What follows belongs to an exercise in optimizing a design on an open flow for small area; a production flow would make more cautious choices. No functional check of the RTL was part of any run shown here. Power figures rest on the tool's default switching activity, not on a simulated workload.

`design/flow/config.mk`:
```
export PLATFORM = sky130hd
export DESIGN_NAME = TOP_MODULE
export DESIGN_NICKNAME = TOP_MODULE
export VERILOG_FILES = /design/flow/design.v
export SDC_FILE = /design/flow/constraint.sdc
export NUM_CORES = 4
export LEC_CHECK = 0
export CAP_MARGIN = 20
export CORE_MARGIN = 2
export CORE_UTILIZATION = 40
export PLACE_DENSITY = 0.6
export SLEW_MARGIN = 20
```
`design/flow/constraint.sdc`:
```
create_clock -name core_clock -period 10.0 [get_ports {CLK100MHZ}]
set_input_delay 2.0000 -clock core_clock [delete_from_list [all_inputs] [get_ports {CLK100MHZ}]]
set_output_delay 2.0000 -clock core_clock [all_outputs]
set_load 0.01 [all_outputs]
```
`design/flow/run.sh`:
```
#!/bin/bash
# synth_recipe.tcl (not shown) runs the flow's synth.tcl, then flattens the netlist and writes it again
# the make line also repeats each setting of config.mk as NAME=value (left out here)
make -C /OpenROAD-flow-scripts/flow DESIGN_CONFIG=/design/flow/config.mk WORK_HOME=/design/flow/orfs CLKGATE_MAP_FILE= SYNTH_SCRIPT=/design/flow/synth_recipe.tcl finish
```
`design/flow/design.v`:
```
`timescale 1ns / 1ps
module TOP_MODULE(
    input CLK100MHZ,
    input rst,
    input SW,
    input BTNL, BTNR,
    output [7:0] AN,
    output CA,CB,CC,CD,CE,CF,CG, DP,
    output LED
    );
    assign DP = 1'b1;
    localparam [13:0] C_TAPS = 14'd8213, C_S0 = 14'd896;
    localparam [13:0] B_TAPS = 14'd8213, B_S0 = 14'd896, B_S5001 = 14'd15486;
    reg [13:0] cnt, cnt1, cnt2;
    wire tick    = cnt[0] & cnt[1] & cnt[2] & ~cnt[3] & cnt[5] & cnt[6] & cnt[7] & cnt[10] & cnt[11] & ~cnt[12] & cnt[13];    
    wire c_wrap  = cnt[1] & cnt[2] & cnt[3] & ~cnt[4] & ~cnt[5] & cnt[6] & cnt[7] & cnt[8] & cnt[11] & cnt[12] & ~cnt[13];    
    wire cnt1_one  = cnt1[0] & ~cnt1[2] & ~cnt1[3] & ~cnt1[4] & ~cnt1[5] & ~cnt1[6] & cnt1[8] & cnt1[9] & cnt1[10] & ~cnt1[11] & ~cnt1[12];    
    wire cnt1_top  = cnt1[0] & cnt1[1] & cnt1[2] & ~cnt1[3] & cnt1[5] & cnt1[6] & cnt1[7] & cnt1[10] & cnt1[11] & ~cnt1[12] & cnt1[13];    
    wire cnt1_wrap = cnt1[1] & cnt1[2] & cnt1[3] & ~cnt1[4] & ~cnt1[5] & cnt1[6] & cnt1[7] & cnt1[8] & cnt1[11] & cnt1[12] & ~cnt1[13];    
    wire cnt2_one  = cnt2[0] & ~cnt2[2] & ~cnt2[3] & ~cnt2[4] & ~cnt2[5] & ~cnt2[6] & cnt2[8] & cnt2[9] & cnt2[10] & ~cnt2[11] & ~cnt2[12];    
    wire cnt2_top  = cnt2[0] & cnt2[1] & cnt2[2] & ~cnt2[3] & cnt2[5] & cnt2[6] & cnt2[7] & cnt2[10] & cnt2[11] & ~cnt2[12] & cnt2[13];    
    wire cnt2_wrap = cnt2[1] & cnt2[2] & cnt2[3] & ~cnt2[4] & ~cnt2[5] & cnt2[6] & cnt2[7] & cnt2[8] & cnt2[11] & cnt2[12] & ~cnt2[13];    
    wire c1_ev = cnt1_one | cnt1_top;
    wire c2_ev = cnt2_one | cnt2_top;
    always_ff @(posedge CLK100MHZ) begin
        if (rst | c_wrap) cnt <= C_S0;
        else              cnt <= {cnt[12:0], ~^(cnt & C_TAPS)};
        if (rst | ~BTNR)    cnt1 <= B_S0;
        else if (cnt1_wrap) cnt1 <= B_S5001;
        else                cnt1 <= {cnt1[12:0], ~^(cnt1 & B_TAPS)};
        if (rst | ~BTNL)    cnt2 <= B_S0;
        else if (cnt2_wrap) cnt2 <= B_S5001;
        else                cnt2 <= {cnt2[12:0], ~^(cnt2 & B_TAPS)};
    end
    reg [3:0] su, mu, hu;
    reg [2:0] st, mt;
    reg [1:0] ht;
    wire s59 = (st == 3'd5) & (su == 4'd9);
    wire m59 = (mt == 3'd5) & (mu == 4'd9);
    wire h23 = (ht == 2'd2) & (hu == 4'd3);
    wire s_inc = tick;
    wire m_inc = c1_ev | (tick & s59);
    wire h_inc = c2_ev | (tick & s59 & m59);
    wire [3:0] su_n = {(su[3] & ~su[0]) | (su[2] & su[1] & su[0]),
                          su[2] ^ (su[1] & su[0]),
                          (su[1] ^ su[0]) & ~su[3],
                          ~su[0]};
    wire [3:0] mu_n = {(mu[3] & ~mu[0]) | (mu[2] & mu[1] & mu[0]),
                          mu[2] ^ (mu[1] & mu[0]),
                          (mu[1] ^ mu[0]) & ~mu[3],
                          ~mu[0]};
    wire [3:0] hu_n = {(hu[3] & ~hu[0]) | (hu[2] & hu[1] & hu[0]),
                          hu[2] ^ (hu[1] & hu[0]),
                          (hu[1] ^ hu[0]) & ~hu[3],
                          ~hu[0]};
    wire [2:0] st_n = {(st[2] & ~st[0]) | (st[1] & st[0]),
                          (st[1] ^ st[0]) & ~st[2],
                          ~st[0]};
    wire [2:0] mt_n = {(mt[2] & ~mt[0]) | (mt[1] & mt[0]),
                          (mt[1] ^ mt[0]) & ~mt[2],
                          ~mt[0]};
    always_ff @(posedge CLK100MHZ) begin
        if (rst) begin
            st <= 3'd5; su <= 4'd0;
            mt <= 3'd1; mu <= 4'd2;
            ht <= 2'd1; hu <= 4'd2;
        end else begin
            if (s_inc) begin
                su <= su_n;
                if (su == 4'd9) st <= st_n;
            end
            if (m_inc) begin
                mu <= mu_n;
                if (mu == 4'd9) mt <= mt_n;
            end
            if (h_inc) begin
                if (h23) begin
                    hu <= 4'd0; ht <= 2'd0;
                end else begin
                    hu <= hu_n;
                    if (hu == 4'd9) ht <= {ht[0], ~ht[0]};    
                end
            end
        end
    end
    wire gt12 = ht[1] | (ht[0] & (hu > 4'd2));
    wire pm = SW & gt12;
    assign LED = pm;
    reg [1:0] htd;
    reg [3:0] hud;
    always_comb begin
        htd = ht; hud = hu;
        if (pm) begin
            if (ht[0])           begin htd = 2'd0; hud = hu - 4'd2; end
            else if (hu < 4'd2)  begin htd = 2'd0; hud = hu + 4'd8; end
            else                 begin htd = 2'd1; hud = hu - 4'd2; end
        end
    end
    reg [4:0] dc;       
    reg [2:0] dig;
    wire dc_end = (dc[4] & dc[1] & dc[0]);    
    wire [4:0] dc_nxt = dc_end ? 5'd0 : dc + 5'd1;
    wire [2:0] dig_nxt = dig + 3'd1;
    always_ff @(posedge CLK100MHZ) begin
        if (rst) begin
            dc <= 5'd9; dig <= 3'd0;
        end else begin
            dc <= dc_nxt;
            if (dc_end) dig <= dig_nxt;
        end
    end
    assign AN = ~(8'd1 << dig);
    reg [3:0] val;
    always_comb begin
        case (dig)
            3'd0: val = su;
            3'd1: val = {1'b0, st};
            3'd2: val = mu;
            3'd3: val = {1'b0, mt};
            3'd4: val = hud;
            3'd5: val = {2'b0, htd};
            default: val = 4'd15;
        endcase
    end
    localparam [111:0] SEGTAB = {7'b1111111, 7'b1111111, 7'b1111111, 7'b1111111, 7'b1111111, 7'b1111111,
                                 7'b0001100, 7'b0000000, 7'b0001111, 7'b0100000, 7'b0100100,
                                 7'b1001100, 7'b0000110, 7'b0010010, 7'b1001111, 7'b0000001};
    wire [6:0] seg = SEGTAB[val*7 +: 7];
    assign {CA,CB,CC,CD,CE,CF,CG} = seg;
endmodule
```
==> results of run 1 <==
## worst reg2reg max path: cells and delay by family (launching register included)
| family | cells | cell delay [ns] |
|---|---|---|
| AND/OR/NAND/NOR | 4 | 1.54 |
| flip-flops | 1 | 0.37 |
| AO/OA/AOI/OAI | 2 | 0.25 |
## per-stage QoR
stage / total power [mW] / cell area (um^2) / hold slack, ns / utilization / setup WS, ns
after floorplan: 0.3202 / 3352 / 0.3963 / - / 4.467
after global placement: 0.3294 / 3638 / 0.4185 / 0.4451 / 3.323
after global routing: 0.6083 / 3871 / 0.4597 / 0.4735 / 2.977
after CTS: 0.5885 / 3871 / 0.4414 / 0.4735 / 3.197
after detailed placement: 0.3300 / 3638 / 0.4173 / 0.4451 / 3.204
final: 0.5810 / 3871 / 0.4363 / 0.4735 / 3.183
## cell usage after synthesis (all sizes together) (2+ instances only)
cell	n
nor2	36
clkbuf	7
and2	21
ha	23
nand3	10
o311a	2
or2	4
mux2i	3
nand2	29
nor2b	8
a222oi	3
inv	26
o211ai	3
o21a	11
o21ai	13
nand2b	2
a21oi	17
a211oi	2
or4	2
and3	6
nand4	7
mux2	2
or3	3
xor2	5
a32o	2
nor4	4
nor3	6
a21o	2
dfxtp	70
o311ai	3
xnor2	11
buf	5
nand4b	2
nor3b	3
a41oi	2
## sequential cells by signal, indices dropped and copies added, names as in the netlist, named ones only
name and cells:
cnt1 14, cnt2 14, cnt 14, dc 5
hu 4, dig 3, mu 3, su 3
ht 2, mt 2, st 2
## report_power, final
part,switching [mW],total (mW),internal (mW)
registers,0.00614,0.292,0.286
logic,0.0151,0.0307,0.0156
clock network,0.104,0.258,0.154
total,0.125,0.581,0.456
## cell type report
cell class	instances	share of cell area
Clock buffer	11	0.03911
Clock inverter	5	0.02101
Inverter	26	0.02521
Multi-Input combinational cell	261	0.4632
Sequential cell	70	0.3620
Tap cell	105	0.03394
Timing Repair Buffer	22	0.05559
## worst max-delay path by stage
stage / start / endpoint / slack, ns / depth (start not counted)
after global routing: SW / CA / 2.98 / 10
after CTS: SW / CA / 3.20 / 10
after global placement: SW / CA / 3.32 / 10
after floorplan: SW / CA / 4.47 / 8
after detailed placement: SW / CA / 3.20 / 10
final: SW / CA / 3.18 / 10
## kinds of logic (layout without fill, tap and decap cells)
| family | Yosys count | count (layout) | share of synthesized area |
|---|---|---|---|
| buf+inv | 38 | 64 | 0.04703 |
| simple gates | 146 | 146 | 0.2337 |
| fa+ha+maj | 23 | 23 | 0.08585 |
| other cells | 1 | 1 | 0.001119 |
| flops | 70 | 70 | 0.4181 |
| xor+xnor | 16 | 16 | 0.04181 |
| compound gates | 70 | 70 | 0.1568 |
| mux | 5 | 5 | 0.01568 |
## layer usage
layer,routed length (um),vias up,GRT usage
met5,0,-,0
met4,55,0,0.04048
met3,229,5,0.04269
met2,2810,35,0.2343
met1,2994,1192,0.1987
li1,-,1329,-
==> notes.md, run 1 <==
CTS tree done; setup bufs post-CTS 0; Mean Syn Cell Area 9.084 um^2; total congestion overflow 0; # DRC 0; CTS H-tree depth 3; fin crit share 0.6817; Synth async-reset ratio 0; Worst Path Required about 8.0 ns; worst-path maximum fanout 8; Die Area a little over 9000 um^2; Worst-Margin Slew 0.8785 ns; DR pass1 iterations 4; Post-Syn Area between 3000 and 4000 um^2; worst skew pair latency roughly 0.33 ns; ratio of cells with drive above 1 in the final layout 0.09620; post-CTS sizing 0; area grow syn2layout 15.49%; Max Clock Skew between 0.009 and 0.01 ns; final critical-path required period 6.817 ns; Final ANT Viol Nets 0; CTS Buf Count 9; Crit Path Category in2out; crit end category output pin; commonest non-fill, non-tap cells in the layout 70 x dfxtp_1, 36 x nor2_1, 29 x nand2_1; Seq cells post-synth 70; nets@finish roughly 420; final-report setup violation count 0; Post-Route WL a little over 6000 um; Reg-to-Reg End hu[1]; crit path cell chain clkdlybuf4s50_1 -> o21a_1 -> nand4_1 -> o311ai_2 -> inv_1 -> ha_1 -> inv_1 -> a21oi_1 -> a221o_1 -> clkdlybuf4s50_1; Post-Syn Nets ~400; Multi-input gate area 1793 um^2; Slew HR 0.4098; initial antenna violation count 0; family with the most delay on the worst path compound AO/OA/AOI/OAI gates; maximum vdd drop 82.56 uV; Min-Delay Path Class reg2reg; Root Driver clkbuf_8; Ports 22; Warnings, synthesis 1; Core Box Area around 8200 um^2; most common cell after layout, fill and taps aside dfxtp_1; CTS max path bufs 2; RSZ-0062 raised after global routing no; WP buf/inv 4; HP Start cnt[9]; cell accounting for the most synthesized area dfxtp_1; DR iter-0 viols between 100 and 150; startpoint type of the worst setup path input pin; status complete, no violations; share of the synthesized area in the top cell type 0.4181; slack of the worst reg-to-reg path between 7 and 8 ns; Placed Cells 484; Synth Flop Type dfxtp_1; Layout Cells excl Fill 500; Max Clk Rate around 150 MHz; Worst EP arrival 4.82 ns; clk slew on worst S/H paths 0.07 ns; P per Cell Area 150.1 nW/um^2; hold path depth 1; max-cap violation count 0; Pleak approximately 1.5 nW; global-route wire length before repair ~11000 um; Placer Congestion approximately 0.90; setup_tns 0 ns; RR Startpoint cnt[2]; crit-path max cell delay around 0.69 ns; Post-synth EDFFs 0; Register Area about 1400 um^2; Final Hold Fails 0; Die Span X around 96 um; DIE HEIGHT about 96 um; gr usage total 0.1486; Slew Viols, Final 0; FILL cells 793; via/cell ratio 5.122; Hold Path End cnt[10]; number of global-route vias before repair 2337; PortBufs 20; # diodes 0; synth top area cells dfxtp_1 42%, ha_1 8.6%, nor2_1 4.0%; Avg WL per Cell 12.18 um; post-synthesis sequential area ratio 0.4181; pin count of the biggest net entering global routing 31; Final HPWL DP between 4000 and 5000 um; synth unique cells 61; Starting Density 0.4100; FP Rows 33; detailed-route via count about 2.6k; R2R cell count 6; # clock sinks 70; cell count after synthesis ~370; cell at the slowest stage of the critical path o311ai_2; hold bufs inserted after CTS 0
==> run 2, diff against run 1 <==
==> design/flow/flow/run.sh (new file) <==
#!/bin/bash
# Layout flow: the standard ORFS flow (standard.sh) with
#  - combinational logic mapped by ABC for area (flow/area.abc) and no separate
#    half/full-adder extraction; registers are untouched, so they keep the
#    standard synthesis's names and cells;
#  - port buffers of the smallest buffer cell;
#  - clock tree synthesis without dummy loads.
set -euo pipefail
W=$PWD
{
  echo 'proc abc {args} {'
  echo '  set i [lsearch -exact $args -script]'
  echo "  if {\$i >= 0} { set args [lreplace \$args [expr {\$i+1}] [expr {\$i+1}] $W/flow/area.abc] }"
  echo '  yosys abc {*}$args'
  echo '}'
  cat synth_recipe.tcl
} > my_synth.tcl
bash standard.sh SYNTH_SCRIPT=$W/my_synth.tcl ADDER_MAP_FILE= \
  BUFFER_PORTS_ARGS="-buffer_cell sky130_fd_sc_hd__buf_1" \
  CTS_ARGS="-sink_clustering_enable -repair_clock_nets -dont_use_dummy_load" \
  finish > standard.log 2>&1
==> design/flow/flow/area.abc (new file) <==
&get -n
&st
&dch
&nf -a -R 1000
&put
topo
==> design/flow/standard.sh (new file) <==
#!/bin/bash
# synth_recipe.tcl (not shown) runs the flow's synth.tcl, then flattens the netlist and writes it again
# the make line also repeats each setting of config.mk as NAME=value (left out here)
make -C /OpenROAD-flow-scripts/flow DESIGN_CONFIG=/design/flow/config.mk WORK_HOME=/design/flow/orfs CLKGATE_MAP_FILE= SYNTH_SCRIPT=/design/flow/synth_recipe.tcl "${@:-finish}"
removed: design/flow/run.sh
==> notes.md, run 2 <==
status complete, no violations; Final HPWL DP 3901 um (-10%); detailed-route via count 2346 (-8.4%); Synth top cells by count 70 x dfxtp_1, 29 x nand2_1, 29 x nor2_1; share of the synthesized area in the top cell type 0.4840 (+0.06594); RSZ-0062 raised after global routing no; CTS max path bufs 2 (unchanged); clk slew on worst S/H paths 0.06 ns (about the same); startpoint type of the worst setup path input pin; gr usage total 0.1483 (-0.0003218); Avg WL per Cell 12.51 um (+2.8%); CTS H-tree depth 3 (unchanged); cell count after synthesis 324 (-12%); DIE HEIGHT 89.08 um (-6.8%); Warnings, synthesis 1 (unchanged); Worst-Margin Slew 0.9075 ns (+0.02904 ns); area of placed instances 3094 um^2 (-15%); worst skew pair latency 0.34 ns (about the same); Placer Congestion 0.7966 (-12%); Final Hold Fails 0 (unchanged); Post-Syn Area 2895 um^2 (-14%); DR iter-0 viols 115 (+12%); fin crit share 0.6416 (-0.04012); ratio of cells with drive above 1 in the final layout 0.02833 (-0.06787); CTS Buf Count 9 (unchanged); Worst Path Required 8.00 ns (about the same); final-report setup violation count 0 (unchanged); # diodes 0 (unchanged); PortBufs 20 (unchanged); # clock sinks 70 (unchanged); initial antenna violation count 0 (unchanged); commonest non-fill, non-tap cells in the layout 70 x dfxtp_1, 29 x nand2_1, 29 x nor2_1; setup bufs post-CTS 0 (unchanged); Ports 22 (unchanged); worst-path maximum fanout 9 (+1); Post-synth EDFFs 0 (unchanged); Min-Delay Path Class reg2reg; cell area after layout 3218 um^2 (-17%); Max Clk Rate 155.9 MHz (+6.3%); CTS tree done; hold bufs inserted after CTS 0 (unchanged); global-route wire length before repair 9080 um (-15%); FILL cells 725 (-8.6%); Final Power 0.4817 mW (-17%); via/cell ratio 5.190 (+1.3%); Max Clock Skew 0.01701 ns (+0.007078 ns); crit end category output pin; Die Span X 89.08 um (-6.8%); most common cell after layout, fill and taps aside dfxtp_1; Final ANT Viol Nets 0 (unchanged); Root Driver clkbuf_8; P per Cell Area 149.7 nW/um^2 (-0.26%); Crit Path Category in2out; Mean Syn Cell Area 8.936 um^2 (-1.6%); Core Box Area 7137 um^2 (-13%); max-cap violation count 0 (unchanged); area grow syn2layout 11.15%; number of global-route vias before repair 1988 (-15%); Post-Syn Nets 329 (-17%); Worst EP arrival 4.42 ns (-0.40 ns); count leader, synth dfxtp_1; Starting Density 0.4057 (-0.004329); Slew HR 0.3903 (-0.01951); FP Rows 31 (-6.1%); largest registers cnt1: 14 flops, cnt2: 14 flops, cnt: 14 flops; post-synthesis sequential area ratio 0.4840 (+0.06594); Slew Viols, Final 0 (unchanged); maximum vdd drop 85.00 uV (+3.0%); synth top area cells dfxtp_1 48%, and2_0 6.1%, nand2_1 3.8%; Synth async-reset ratio 0 (unchanged); Seq cells post-synth 70 (unchanged); # DRC 0 (unchanged); total congestion overflow 0 (unchanged); cell accounting for the most synthesized area dfxtp_1; Die Area 7934 um^2 (-13%); Post-Route WL 5656 um (-7.1%); synth unique cells 46 (-25%); setup_tns 0 ns (unchanged); post-CTS sizing 0 (unchanged); nets@finish 360 (-14%); DR pass1 iterations 5 (+1); Pleak 1.134 nW (-27%); Synth Flop Type dfxtp_1; pin count of the biggest net entering global routing 34 (+9.7%); final critical-path required period 6.416 ns (-0.4012 ns)
[run 2: worst paths after layout]
check / start / end / slack, ns / cells past startpoint
max: SW / CD / 3.58 / 11
max reg2reg: cnt[3] / ht[0] / 7.07 / 9
min: cnt[9] / cnt[10] / 0.41 / 1
min reg2reg: cnt[9] / cnt[10] / 0.41 / 1
[run 2: critical path, cell delays in order]
cell	delay (ns)
buf_1	0.10
a21boi_0	0.64
o21ai_0	0.20
o211ai_1	0.12
o311ai_0	0.18
nor3_1	0.40
nand2_1	0.21
o22ai_1	0.20
nand3_1	0.11
o21ai_0	0.10
buf_1	0.17
[run 2: area by class of cell]
cell class,count,area (um^2),area share
timing repair buffer,21,82.58,0.02566
clock buffer,9,123.9,0.03849
tap,99,123.9,0.03849
sequential,70,1401,0.4355
multi-input combinational,239,1434,0.4456
inverter,14,52.55,0.01633
[run 2: power breakdown]
group	total, mW	internal [mW]	switching [mW]
combinational	0.0205	0.00935	0.0112
sequential	0.293	0.286	0.00637
clock	0.169	0.0801	0.0884
[run 2: kinds of logic after synthesis]
group	Yosys count	synth area share
and+or+nand+nor	151	0.2770
AOI/OAI and AO/OA	70	0.1642
DFF	70	0.4840
buffers and inverters	15	0.02074
xor gates and xnor gates	14	0.04235
muxes	3	0.01037
other	1	0.001295
[run 2: metrics by stage]
stage	util	cells	hold WS, ns	setup slack [ns]
2_1_floorplan	-	324	0.3875	3.949
3_3_place_gp	0.4336	443	0.3999	3.757
3_5_place_dp	0.4336	443	0.4074	3.644
4_1_cts	0.4509	452	0.4179	3.642
5_1_grt	0.4509	452	0.4455	3.260
6_report	0.4509	452	0.4148	3.584
[run 2: per-layer routing]
metal	vias up	GRT usage	share of wire
met1	1068	0.1984	0.52
met2	53	0.2151	0.41
met3	8	0.05725	0.053
met5	-	0	0
met4	0	0.05970	0.014
li1	1217	-	-
==> run 3, diff against run 2 <==
--- a/design/flow/flow/run.sh
+++ b/design/flow/flow/run.sh
@@ -17,5 +17,5 @@
 } > my_synth.tcl
 bash standard.sh SYNTH_SCRIPT=$W/my_synth.tcl ADDER_MAP_FILE= \
   BUFFER_PORTS_ARGS="-buffer_cell sky130_fd_sc_hd__buf_1" \
-  CTS_ARGS="-sink_clustering_enable -repair_clock_nets -dont_use_dummy_load" \
+  CTS_ARGS="-sink_clustering_enable -repair_clock_nets -dont_use_dummy_load -buf_list sky130_fd_sc_hd__clkbuf_4 -sink_clustering_size 40 -sink_clustering_max_diameter 200" \
   finish > standard.log 2>&1
==> notes.md, run 3 <==
status complete, no violations; Hold Path End cnt[10]; synth top area cells dfxtp_1 48%, and2_0 6.1%, nand2_1 3.8%; Max Clk Rate 156.0 MHz (+0.12%); setup_tns 0 ns (unchanged); share of the synthesized area in the top cell type 0.4840 (unchanged); detailed-route via count 2308 (-1.6%); number of global-route vias before repair 1963 (-1.3%); post-synthesis sequential area ratio 0.4840 (unchanged); WP buf/inv 2 (unchanged); Post-Syn Area 2895 um^2 (unchanged); Max Clock Skew 0.02985 ns (+0.01284 ns); total congestion overflow 0 (unchanged); Min-Delay Path Class reg2reg; Final ANT Viol Nets 0 (unchanged); via/cell ratio 5.106 (-1.6%); most common cell after layout, fill and taps aside dfxtp_1; # clock sinks 70 (unchanged); Slew Viols, Final 0 (unchanged); post-CTS sizing 0 (unchanged); Starting Density 0.4057 (unchanged); cell accounting for the most synthesized area dfxtp_1; final critical-path required period 6.408 ns (-0.007640 ns); Slew HR 0.3839 (-0.006434); Ports 22 (unchanged); CTS Buf Count 9 (unchanged); RR Startpoint cnt[3]; DIE HEIGHT 89.08 um (unchanged); HP Start cnt[9]; Final Hold Fails 0 (unchanged); CTS H-tree depth 3 (unchanged); Die Area 7934 um^2 (unchanged); hold bufs inserted after CTS 0 (unchanged); ratio of cells with drive above 1 in the final layout 0.02833 (unchanged); Seq cells post-synth 70 (unchanged); final-report setup violation count 0 (unchanged); Post-Route WL 5597 um (-1.0%); DR iter-0 viols 128 (+11%); DR pass1 iterations 5 (unchanged); commonest non-fill, non-tap cells in the layout 70 x dfxtp_1, 29 x nand2_1, 29 x nor2_1; slack of the worst reg-to-reg path 7.09 ns (+0.02 ns); Placer Congestion 0.7966 (unchanged); maximum vdd drop 75.07 uV (-12%); Root Driver clkbuf_4; crit-path max cell delay 0.64 ns (about the same); Warnings, synthesis 1 (unchanged); family with the most delay on the worst path compound AO/OA/AOI/OAI gates; crit end category output pin; max-cap violation count 0 (unchanged); RSZ-0062 raised after global routing no; gr usage total 0.1471 (-0.001152); cell area after layout 3162 um^2 (-1.7%); Synth Flop Type dfxtp_1; initial antenna violation count 0 (unchanged); area grow syn2layout 9.205%; worst-path maximum fanout 9 (unchanged); # DRC 0 (unchanged); nets@finish 360 (unchanged); Core Box Area 7137 um^2 (unchanged); startpoint type of the worst setup path input pin; Final Power 0.4384 mW (-9.0%); CTS tree done; synth unique cells 46 (unchanged); Die Span X 89.08 um (unchanged); cell count after synthesis 324 (unchanged); Post-Syn Nets 329 (unchanged); global-route wire length before repair 9011 um (-0.76%); R2R cell count 9 (unchanged); setup bufs post-CTS 0 (unchanged); # diodes 0 (unchanged); P per Cell Area 138.6 nW/um^2 (-7.4%); Final HPWL DP 3901 um (unchanged); CTS max path bufs 2 (unchanged); Post-synth EDFFs 0 (unchanged); worst skew pair latency 0.41 ns (+0.07 ns); largest registers cnt1: 14 flops, cnt2: 14 flops, cnt: 14 flops; area of placed instances 3094 um^2 (unchanged); Synth top cells by count 70 x dfxtp_1, 29 x nand2_1, 29 x nor2_1; Crit Path Category in2out; Worst EP arrival 4.41 ns (about the same); Worst-Margin Slew 0.9171 ns (+0.009577 ns); Reg-to-Reg End ht[0]; Finished Core Util 0.4430 (-0.007890); count leader, synth dfxtp_1; Synth async-reset ratio 0 (unchanged); cell at the slowest stage of the critical path a21boi_0; fin crit share 0.6408 (-0.0007640); FP Rows 31 (unchanged); clk slew on worst S/H paths 0.10 ns (+0.04 ns); Avg WL per Cell 12.38 um (-1.0%); PortBufs 20 (unchanged); Mean Syn Cell Area 8.936 um^2 (unchanged); hold path depth 1 (unchanged); crit path cell chain buf_1 -> a21boi_0 -> o21ai_0 -> o211ai_1 -> o311ai_0 -> nor3_1 -> nand2_1 -> o22ai_1 -> nand3_1 -> o21ai_0 -> buf_1; Worst Path Required 8.00 ns (about the same); pin count of the biggest net entering global routing 34 (unchanged); Pleak 1.111 nW (-2.1%)
run 3: cell counts after synthesis:
No cell type changed its count.
run 3: area by class of cell:
type,instances,area (um^2)
inverters,14,52.55
well taps,99,123.9
repair buffers,21,82.58
flip-flops and latches,70,1401
multi-input cells,239,1434
clock buffers,9,67.56
fillers,729,3975
run 3: cell families after synthesis:
logic type,count (synthesis),synth area share
other,1,0.001295
buffers and inverters,15,0.02074
muxes,3,0.01037
xor gates and xnor gates,14,0.04235
and+or+nand+nor,151,0.2770
DFF,70,0.4840
AOI/OAI and AO/OA,70,0.1642
run 3: worst max path at each step:
| stage | startpoint | end | slack, ns | cells after the start |
|---|---|---|---|---|
| 2_1_floorplan | SW | CD | 3.95 | 9 |
| 3_3_place_gp | SW | CD | 3.76 | 11 |
| 3_5_place_dp | SW | CD | 3.64 | 11 |
| 4_1_cts | SW | CD | 3.64 | 11 |
| 5_1_grt | SW | CD | 3.26 | 11 |
| 6_report | SW | CD | 3.59 | 11 |
run 3: routing by layer:
| layer | wire (um) | vias to the layer above | track usage |
|---|---|---|---|
| met5 | 0 | - | 0 |
| met4 | 70 | 0 | 0.05156 |
| met3 | 252 | 9 | 0.06279 |
| met2 | 2286 | 39 | 0.2117 |
| met1 | 2988 | 1042 | 0.1978 |
| li1 | - | 1218 | - |
run 3: report_power, final:
group	total [mW]	internal (mW)	switching (mW)	leakage, nW
sequential	0.292	0.286	0.00635	0.570
clock	0.125	0.0418	0.0836	0.0414
combinational	0.0205	0.00935	0.0112	0.499
run 3: through the flow:
| step | hold WS (ns) | std cells | setup WS [ns] |
|---|---|---|---|
| 3_3_place_gp | 0.3999 | 443 | 3.757 |
| 6_report | 0.4128 | 452 | 3.592 |
| 3_5_place_dp | 0.4074 | 443 | 3.644 |
| 2_1_floorplan | 0.3875 | 324 | 3.949 |
| 5_1_grt | 0.4406 | 452 | 3.260 |
| 4_1_cts | 0.4132 | 452 | 3.642 |

[static timing again, ports no longer ideal]
In the flow no input, the clock included, has a driving cell. The finished layouts below were timed again as built, in two steps. Step 1 assumes that a clkbuf_16 drives the clock port and a buf_2 every other input. Step 2 moves the port delays by t, midway between the first and last clock arrival at a register: inputs arrive t later, outputs are due t later. That takes back most of the time a late clock gives input paths. Slacks: ideal / step 1 / step 2; pairs: ideal / step 1.
run	t (ns)	slack for setup (ns)	worst setup path at the end	worst slew at a driven data input, ns
run 1	0.357	3.183 / 3.157 / 3.157	input to output	0.03
run 2	0.361	3.584 / 3.562 / 3.562	input to output	0.03
run 3	0.420	3.592 / 3.570 / 3.570	input to output	0.03
After both steps every run listed still meets setup and hold. The setup slack of run 1, which loses most, moves by -0.026 ns with the drivers and by -0.026 ns with both steps.
